What follows belongs to an exercise in optimizing a design on an open flow for a short achievable clock period and few clock cycles; a production flow would make more cautious choices. Only simulation tests tie the RTL to the original design; equivalence was not proved. Power figures rest on the tool's default switching activity, not on a simulated workload.

**flow/run.sh**
```bash
#!/bin/bash
# synth_recipe.tcl (not shown) runs the flow's synth.tcl, then flattens the netlist and writes it again
# the make line also repeats each setting of config.mk as NAME=value (left out here)
make -C /OpenROAD-flow-scripts/flow DESIGN_CONFIG=/design/flow/config.mk WORK_HOME=/design/flow/orfs CLKGATE_MAP_FILE= SYNTH_SCRIPT=/design/flow/synth_recipe.tcl finish
```
**flow/config.mk**
```make
export PLATFORM = sky130hd
export DESIGN_NAME = multi_cpu
export DESIGN_NICKNAME = multi_cpu
export VERILOG_FILES = /design/flow/design.v
export SDC_FILE = /design/flow/constraint.sdc
export NUM_CORES = 4
export LEC_CHECK = 0
export ABC_CLOCK_PERIOD_IN_PS = 2800
export CAP_MARGIN = 20
export CORE_MARGIN = 2
export CORE_UTILIZATION = 30
export SETUP_SLACK_MARGIN = 5
export SLEW_MARGIN = 20
```
**flow/constraint.sdc**
```tcl
create_clock -name core_clock -period 8.0 [get_ports {clk}]
set_input_delay 1.6000 -clock core_clock [delete_from_list [all_inputs] [get_ports {clk}]]
set_output_delay 1.6000 -clock core_clock [all_outputs]
set_load 0.01 [all_outputs]
```
**flow/design.v**
```verilog
module multi_cpu(
    input wire clk,
    input wire reset,
    output wire [31:0] imem_addr,
    input wire [31:0] imem_rdata,
    output wire [31:0] dmem_addr,
    output wire [31:0] dmem_wdata,
    output wire dmem_we,
    input wire [31:0] dmem_rdata,
    output wire halted
    );
reg [31:0] pc;
reg        halt_r;
reg        x_valid;
reg [4:0]  x_dest;       
reg [31:0] x_a;          
reg [31:0] x_op2;        
reg [31:0] x_sd;         
reg        x_sub;
reg        x_rsum, x_ror, x_rand, x_rsll, x_rslt;
reg [4:0]  x_sa;
reg [31:0] x_pc4;
reg [31:0] x_bt;         
reg        x_beq, x_bne, x_bgtz, x_jr, x_sw, x_lw, x_halt;
reg        x_pred;       
reg [31:0] x_jrpred;     
reg [4:0]  m_dest;
reg [31:0] m_res;
reg [31:0] m_sd;
reg        m_we;
reg        m_lw;
reg [31:0] rf [1:31];
assign imem_addr  = pc;
assign dmem_addr  = m_res;
assign dmem_wdata = m_sd;
assign dmem_we    = m_we;
assign halted     = halt_r;
wire [31:0] wb = m_lw ? dmem_rdata : m_res;    
wire [32:0] sum33 = {x_a, 1'b1} + {x_op2, x_sub};
wire [31:0] sum = sum33[32:1];
wire [31:0] bx = x_sub ? ~x_op2 : x_op2;       
wire lt = (x_a[31] ^ bx[31]) ? x_a[31] : sum[31];
wire eq = (x_a == bx);
wire [31:0] c31 = {1'b0, x_a[30:0]} + {1'b0, x_op2[30:0]} + 32'd1;
wire dneg = x_a[31] ^ x_op2[31] ^ c31[31];
wire [31:0] res_other = ({32{x_ror}}  & (x_a | bx)) |
                        ({32{x_rand}} & (x_a & bx)) |
                        ({32{x_rsll}} & (bx << x_sa)) |
                        {31'b0, x_rslt & lt};
wire [31:0] res = x_rsum ? sum : res_other;
wire br_taken = (x_beq & eq) | (x_bne & ~eq) | (x_bgtz & ~eq & ~dneg);
wire br_miss = (x_beq | x_bne | x_bgtz) & (br_taken ^ x_pred);
wire jr_miss = x_jr & (x_a != x_jrpred);
wire redirect = x_valid & (br_miss | jr_miss);
wire [31:0] redir_pc = x_jr ? x_a : x_pred ? x_pc4 : x_bt;
wire [31:0] ins = imem_rdata;
wire [5:0] op = ins[31:26];
wire [4:0] f_rs = ins[25:21];
wire [4:0] f_rt = ins[20:16];
wire [4:0] f_rd = ins[15:11];
wire op_add  = (op == 6'b000000);
wire op_sub  = (op == 6'b000001);
wire op_addi = (op == 6'b000010);
wire op_or   = (op == 6'b010000);
wire op_and  = (op == 6'b010001);
wire op_ori  = (op == 6'b010010);
wire op_sll  = (op == 6'b011000);
wire op_slt  = (op == 6'b100110);
wire op_slti = (op == 6'b100111);
wire op_sw   = (op == 6'b110000);
wire op_lw   = (op == 6'b110001);
wire op_beq  = (op == 6'b110100);
wire op_bne  = (op == 6'b110101);
wire op_bgtz = (op == 6'b110110);
wire op_j    = (op == 6'b111000);
wire op_jr   = (op == 6'b111001);
wire op_jal  = (op == 6'b111010);
wire op_halt = (op == 6'b111111);
wire f_rtype = op_add | op_sub | op_or | op_and | op_slt | op_sll;
wire f_itype = op_addi | op_ori | op_slti | op_lw;
wire f_br    = op_beq | op_bne | op_bgtz;
wire [4:0] f_dest = f_rtype ? f_rd : f_itype ? f_rt : op_jal ? 5'd31 : 5'd0;
wire f_use_rs = (f_rtype & ~op_sll) | f_itype | op_sw | f_br | op_jr;
wire f_use_rt = f_rtype | op_sw | f_br;
wire f_sub  = op_sub | op_slt | op_slti | f_br;
wire f_bimm = f_itype | op_sw;
wire [31:0] pc4 = pc + 32'd4;
wire [31:0] f_sext = {{16{ins[15]}}, ins[15:0]};
wire [31:0] f_imm  = op_jal ? pc4 : op_ori ? {16'b0, ins[15:0]} : f_sext;
wire [13:0] pc_hi = pc[31:18];
wire [13:0] pc_hi_inc = pc_hi + 14'd1;
wire [13:0] pc_hi_dec = pc_hi - 14'd1;
wire [17:0] bt_s = {1'b0, pc[17:2], 1'b1} + {1'b0, ins[15:0], 1'b1};
wire bt_c = bt_s[17];
wire [13:0] bt_hi = ins[15] ? (bt_c ? pc_hi : pc_hi_dec)
                            : (bt_c ? pc_hi_inc : pc_hi);
wire [31:0] f_bt = {bt_hi, bt_s[16:1], pc[1:0]};
wire dep_xa = x_valid & (x_dest != 5'd0) & (f_rs == x_dest);
wire dep_xb = x_valid & (x_dest != 5'd0) & (f_rt == x_dest);
wire dep_ma = (m_dest != 5'd0) & (f_rs == m_dest);
wire dep_mb = (m_dest != 5'd0) & (f_rt == m_dest);
wire [31:0] rf_a = (f_rs == 5'd0) ? 32'd0 : rf[f_rs];
wire [31:0] rf_b = (f_rt == 5'd0) ? 32'd0 : rf[f_rt];
wire [31:0] f_a = dep_xa ? res : dep_ma ? wb : rf_a;
wire [31:0] f_b = dep_xb ? res : dep_mb ? wb : rf_b;
wire f_stall = x_valid & x_lw & ((f_use_rs & dep_xa) | (f_use_rt & dep_xb));
wire f_pred = f_br & ins[15];
wire [31:0] f_jrpred = dep_xa ? sum : dep_ma ? wb : rf[31];
wire kill_f = redirect | (x_valid & x_halt) | halt_r;
wire f_go = ~kill_f & ~f_stall;
always @(posedge clk or posedge reset) begin
    if (reset)
        pc <= 32'd0;
    else if (redirect)
        pc <= redir_pc;
    else if (f_stall)
        pc <= pc;
    else if (op_j | op_jal)
        pc <= {pc4[31:28], ins[25:0], 2'b00};
    else if (f_pred)
        pc <= f_bt;
    else if (op_jr)
        pc <= f_jrpred;
    else
        pc <= pc4;
end
always @(posedge clk or posedge reset) begin
    if (reset)
        halt_r <= 1'b0;
    else if (x_valid & x_halt)
        halt_r <= 1'b1;
end
always @(posedge clk or posedge reset) begin
    if (reset)
        x_valid <= 1'b0;
    else
        x_valid <= f_go;
end
wire [31:0] f_op2v = f_bimm ? f_imm : f_b;
always @(posedge clk) begin
    x_dest <= f_dest;
    x_a    <= op_jal ? 32'd0 : f_a;
    x_op2  <= op_jal ? pc4 : (f_sub ? ~f_op2v : f_op2v);
    x_sd   <= f_b;
    x_sub  <= f_sub;
    x_rsum <= op_add | op_sub | op_addi | op_lw | op_sw | op_jal;
    x_ror  <= op_or | op_ori;
    x_rand <= op_and;
    x_rsll <= op_sll;
    x_rslt <= op_slt | op_slti;
    x_sa   <= ins[10:6];
    x_pc4  <= pc4;
    x_bt   <= f_bt;
    x_beq  <= op_beq;
    x_bne  <= op_bne;
    x_bgtz <= op_bgtz;
    x_jr   <= op_jr;
    x_sw   <= op_sw;
    x_lw   <= op_lw;
    x_halt <= op_halt;
    x_pred <= f_pred;
    x_jrpred <= f_jrpred;
end
always @(posedge clk or posedge reset) begin
    if (reset) begin
        m_we   <= 1'b0;
        m_dest <= 5'd0;
    end else begin
        m_we   <= x_valid & x_sw;
        m_dest <= x_valid ? x_dest : 5'd0;
    end
end
always @(posedge clk) begin
    m_res <= res;
    m_sd  <= x_sd;
    m_lw  <= x_lw;
end
integer i;
always @(posedge clk or posedge reset) begin
    if (reset) begin
        for (i = 1; i < 32; i = i + 1)
            rf[i] <= 32'd0;
    end else if (m_dest != 5'd0) begin
        rf[m_dest] <= wb;
    end
end
endmodule
```
==> flow_metrics.env <==
export IMPL_clkTransAtPathRegs_ns=0.06
export IMPL_nNetsFinal=8408
export IMPL_synth_distinct_cells=100
export IMPL_rsz0062_at_grt="yes"
export IMPL_port_buffers=163
export IMPL_synthCells=7645
export IMPL_drt_first_pass_iters=14
export IMPL_cts_tree="yes"
export IMPL_drc=0
export IMPL_clock_latency_ns=0.87
export IMPL_required_ns=8.71
export IMPL_cts_sinks=1311
export IMPL_max_stage_delay_ns=0.48
export IMPL_clock_tree_htree_level_count=4
export IMPL_status="timing/DRC/antenna clean"
export IMPL_gp_congestion=1.04
export IMPL_dieArea_um2=228000
export IMPL_yosysMostFrequentCell="dfrtp_1"
export IMPL_grt_max_degree=159
export IMPL_vias=73860
export IMPL_async_flop_share_pct=78.7
export IMPL_drive_gt1_share_pct=27.4
export IMPL_peakVddDrop_mv=0.205
export IMPL_maxSlewViolCount=0
export IMPL_io_pins=164
export IMPL_initial_core_util_pct=30.3
export IMPL_wirelength_mm=423
export IMPL_ant_nets=0
export IMPL_crit_chain="clkdlybuf4s50_1, buf_6, ha_4, a21o_1, a21oi_1, nor2b_1, a21o_4, o311ai_4, buf_6, buf_12, or4_4, o21ai_4, xnor2_2, a2111oi_4, a221oi_2"
export IMPL_path_common_cell="buf_6"
export IMPL_whs_ns=0.326
export IMPL_final_setup_viol_count=0
export IMPL_synth_edf_count=0
export IMPL_synth_warnings=2
export IMPL_hold_viol_final=0
export IMPL_dieWidth_um=478
export IMPL_dp_hpwl_mm=259
export IMPL_slowest_stage="or4_4"
export IMPL_synth_avg_cell_area_um2=8.82
export IMPL_p_leak_nw=36.5
export IMPL_maxSlewHeadroom_pct=15.5
export IMPL_startpoint="imem_rdata[9]"
export IMPL_hold_class="reg -> reg"
export IMPL_yosys_most_used_dff="dfrtp_1"
export IMPL_track_usage_pct=35.4
export IMPL_avgRoutedWirePerCell_um=37.3
export IMPL_finalCritPeriodShare_pct=49.1
export IMPL_hp_start="x_sd[29]$_DFF_P_"
export IMPL_final_area_um2=91700
export IMPL_core_um2=223000
export IMPL_placed_area_um2=73300
export IMPL_grt_first_pass_wirelength_mm=572
export IMPL_crit_type="in -> reg"
export IMPL_area_growth_pct=36.1
export IMPL_skew_ns=0.0501
export IMPL_grt_antenna_before_repair=33
export IMPL_syn_nets=7828
export IMPL_synth_area_leaders="dfrtp_1 (38%), a22oi_1 (8.4%), dfxtp_1 (8.3%)"
export IMPL_synth_top_area_cell="dfrtp_1"
export IMPL_timing_rr_start="pc[11]$_DFFE_PP0P_"
export IMPL_critPathLaunchType="input port"
export IMPL_yosys_register_bits=1311
export IMPL_core_rowCount=173
export IMPL_arrival_ns=4.64
export IMPL_worst_path_max_fanout=5
export IMPL_regArea_um2=31700
export IMPL_synth_commonest_cells="dfrtp_1 (1032), a21oi_1 (909), nor2_1 (881)"
export IMPL_numCtsBuffers=149
export IMPL_nFillCells=21408
export IMPL_dieHeight_um=478
export IMPL_cts_buffer_depth=3
export IMPL_endpoint_kind="flip-flop"
export IMPL_hold_buffers=0
export IMPL_drv_cap=0
export IMPL_drt_iter0_markers=14416
export IMPL_tightest_slew_ns=1.27
export IMPL_synth_top_area_share_pct=38.3
export IMPL_grt_pass1_vias=68954
export IMPL_layout_min_cycle_time_ns=3.93
export IMPL_cellPowerDensity_nw_per_um2=261
export IMPL_grt_overflow_total=0
export IMPL_syn_area_um2=67400
export IMPL_multi_input_area_um2=38800
export IMPL_fmax_ghz=0.254
export IMPL_viasPerCell=6.51
export IMPL_seq_area_frac_synth_pct=46.6
export IMPL_clock_root_buffer="clkbuf_16"
## cell type report
| type | count | area share, % |
|---|---|---|
| Antenna cell | 23 | 0.0627 |
| Clock buffer | 208 | 4.55 |
| Clock inverter | 61 | 0.908 |
| Inverter | 121 | 0.524 |
| Multi-Input combinational cell | 5538 | 42.3 |
| Sequential cell | 1311 | 34.5 |
| Tap cell | 2975 | 4.06 |
| Timing Repair Buffer | 1103 | 13.0 |
| Timing Repair inverter | 1 | 0.00546 |
## worst max-delay path: cells and delay by family
kind / cells / cell delay [ns]
AO/OA/AOI/OAI: 7 / 1.06
XOR/XNOR: 1 / 0.12
adder cells (fa/ha/maj): 1 / 0.30
buffers and inverters: 4 / 0.89
AND/OR/NAND/NOR: 2 / 0.64
## power by group
group / switching (W) / internal (W) / leakage, nW
sequential: 0.00149 / 0.00781 / 12.5
combinational: 0.00434 / 0.00314 / 21.6
clock: 0.00310 / 0.00410 / 2.44
total: 0.00893 / 0.0150 / 36.5
## sequential cells by signal, indices dropped and copies added, names as in the netlist, 5 cells and up
register,count
m_dest,5
m_res,32
m_sd,32
pc,32
rf,992
x_a,32
x_bt,32
x_dest,5
x_jrpred,32
x_op2,32
x_pc4,30
x_sa,5
x_sd,32
## per-stage QoR
stage,utilization (%),power (W),cells,setup WS [ns],setup TNS (ns)
detailed placement,32.9,0.0144,10358,1.71,0
global route,41.2,0.0246,11321,3.97,0
CTS,39.7,0.0230,11192,4.17,0
floorplan,-,0.0119,7645,-7.83,-8076.26
global placement,32.9,0.0144,10356,1.73,0
finish,41.2,0.0240,11341,4.07,0
## cells by family (layout without fill, tap and decap cells)
logic type	count (synthesis)	after routing	synth area share [%]
AO/OA/AOI/OAI	2702	2702	25.2
adder cells (fa/ha/maj)	117	117	2.19
other	0	23	0
multiplexers	175	177	3.24
buffers and inverters	805	1494	4.71
flip-flops	1311	1311	46.6
XOR/XNOR	216	216	2.81
AND/OR/NAND/NOR	2319	2326	15.2
## worst paths after layout
path                                                to  slack [ns]  depth (start not counted)
worst max-delay path                pc[29]$_DFFE_PP0P_        4.07                         15
worst min-delay path                  m_sd[29]$_DFF_P_        0.33                          0
worst max register to register      pc[29]$_DFFE_PP0P_        4.16                          9
worst min register to register        m_sd[29]$_DFF_P_        0.33                          0
max in group asynchronous       rf[21][23]$_DFFE_PP0P_        5.21                          5
min in group asynchronous        rf[1][14]$_DFFE_PP0P_        1.56                          2
## placed cells by master, fill, tap and decap left out, types with 26 or more instances in the layout
| cell type | count |
|---|---|
| a22oi_2 | 50 |
| inv_1 | 107 |
| a222oi_1 | 64 |
| a22oi_1 | 702 |
| ha_4 | 37 |
| a211oi_1 | 37 |
| nor2_1 | 800 |
| buf_4 | 550 |
| a21oi_1 | 839 |
| mux4_2 | 32 |
| dfxtp_2 | 66 |
| nor3_2 | 68 |
| nand2_1 | 686 |
| a21oi_2 | 53 |
| nand3_1 | 131 |
| dfxtp_1 | 178 |
| nor3_1 | 62 |
| buf_6 | 216 |
| dfxtp_4 | 35 |
| and3_1 | 83 |
| nor2_4 | 68 |
| xnor2_1 | 123 |
| buf_12 | 158 |
| clkbuf_16 | 157 |
| o21ai_1 | 39 |
| xor2_1 | 40 |
| buf_8 | 27 |
| o21ai_0 | 527 |
| dfrtp_2 | 33 |
| ha_1 | 73 |
| nor3_4 | 26 |
| clkbuf_1 | 39 |
| buf_2 | 58 |
| dfrtp_1 | 999 |
| clkdlybuf4s50_1 | 34 |
| nand4_1 | 108 |
| mux2i_4 | 35 |
| mux2i_1 | 79 |
## routing by layer
metal | wire length, µm | vias to the layer above | track usage [%]
met2 | 172000 | 6972 | 50.9
met1 | 146000 | 35559 | 42.2
met3 | 61400 | 2335 | 13.6
met5 | 299 | - | 0.147
met4 | 44400 | 16 | 27.8
li1 | - | 28978 | -
## timing repair
| action | 4_1_cts | 5_1_grt |
|---|---|---|
| pin swaps | 356 | 291 |
| gates cloned | 24 | 8 |
| setup buffers | 541 | 115 |
| setup endpoints to repair | 556 | 456 |
| resized for setup | 1696 | 388 |
Testbench counts, summed over its fixed seeds: cycles 23,293.

port drivers added, routing unchanged:
The flow's constraints put no driver on any port. The routed layout listed below was extracted and timed again, unchanged, in two steps. Step 1: set_driving_cell puts a clkbuf_16 on clk and a buf_2 on each other input, an assumption about the parent block. Step 2 adds t to the input delays and takes it off the output delays; t is the mean of the earliest and latest rising clock arrival at the registers after step 1. Input paths then give back, and output paths get back, about the clock's delay inside the block. a / b / c = ideal ports / drivers / drivers and shift; a / b = the first two.
t, ns: 0.932
slack for setup (ns): 4.069 / 4.059 / 3.126
worst setup path after step 2: input to register
clock arrival spread, ns: 0.058 / 0.059
After both steps setup and hold are still met in this run. The setup slack of this run moves by -0.010 ns with the drivers and by -0.943 ns with both steps.
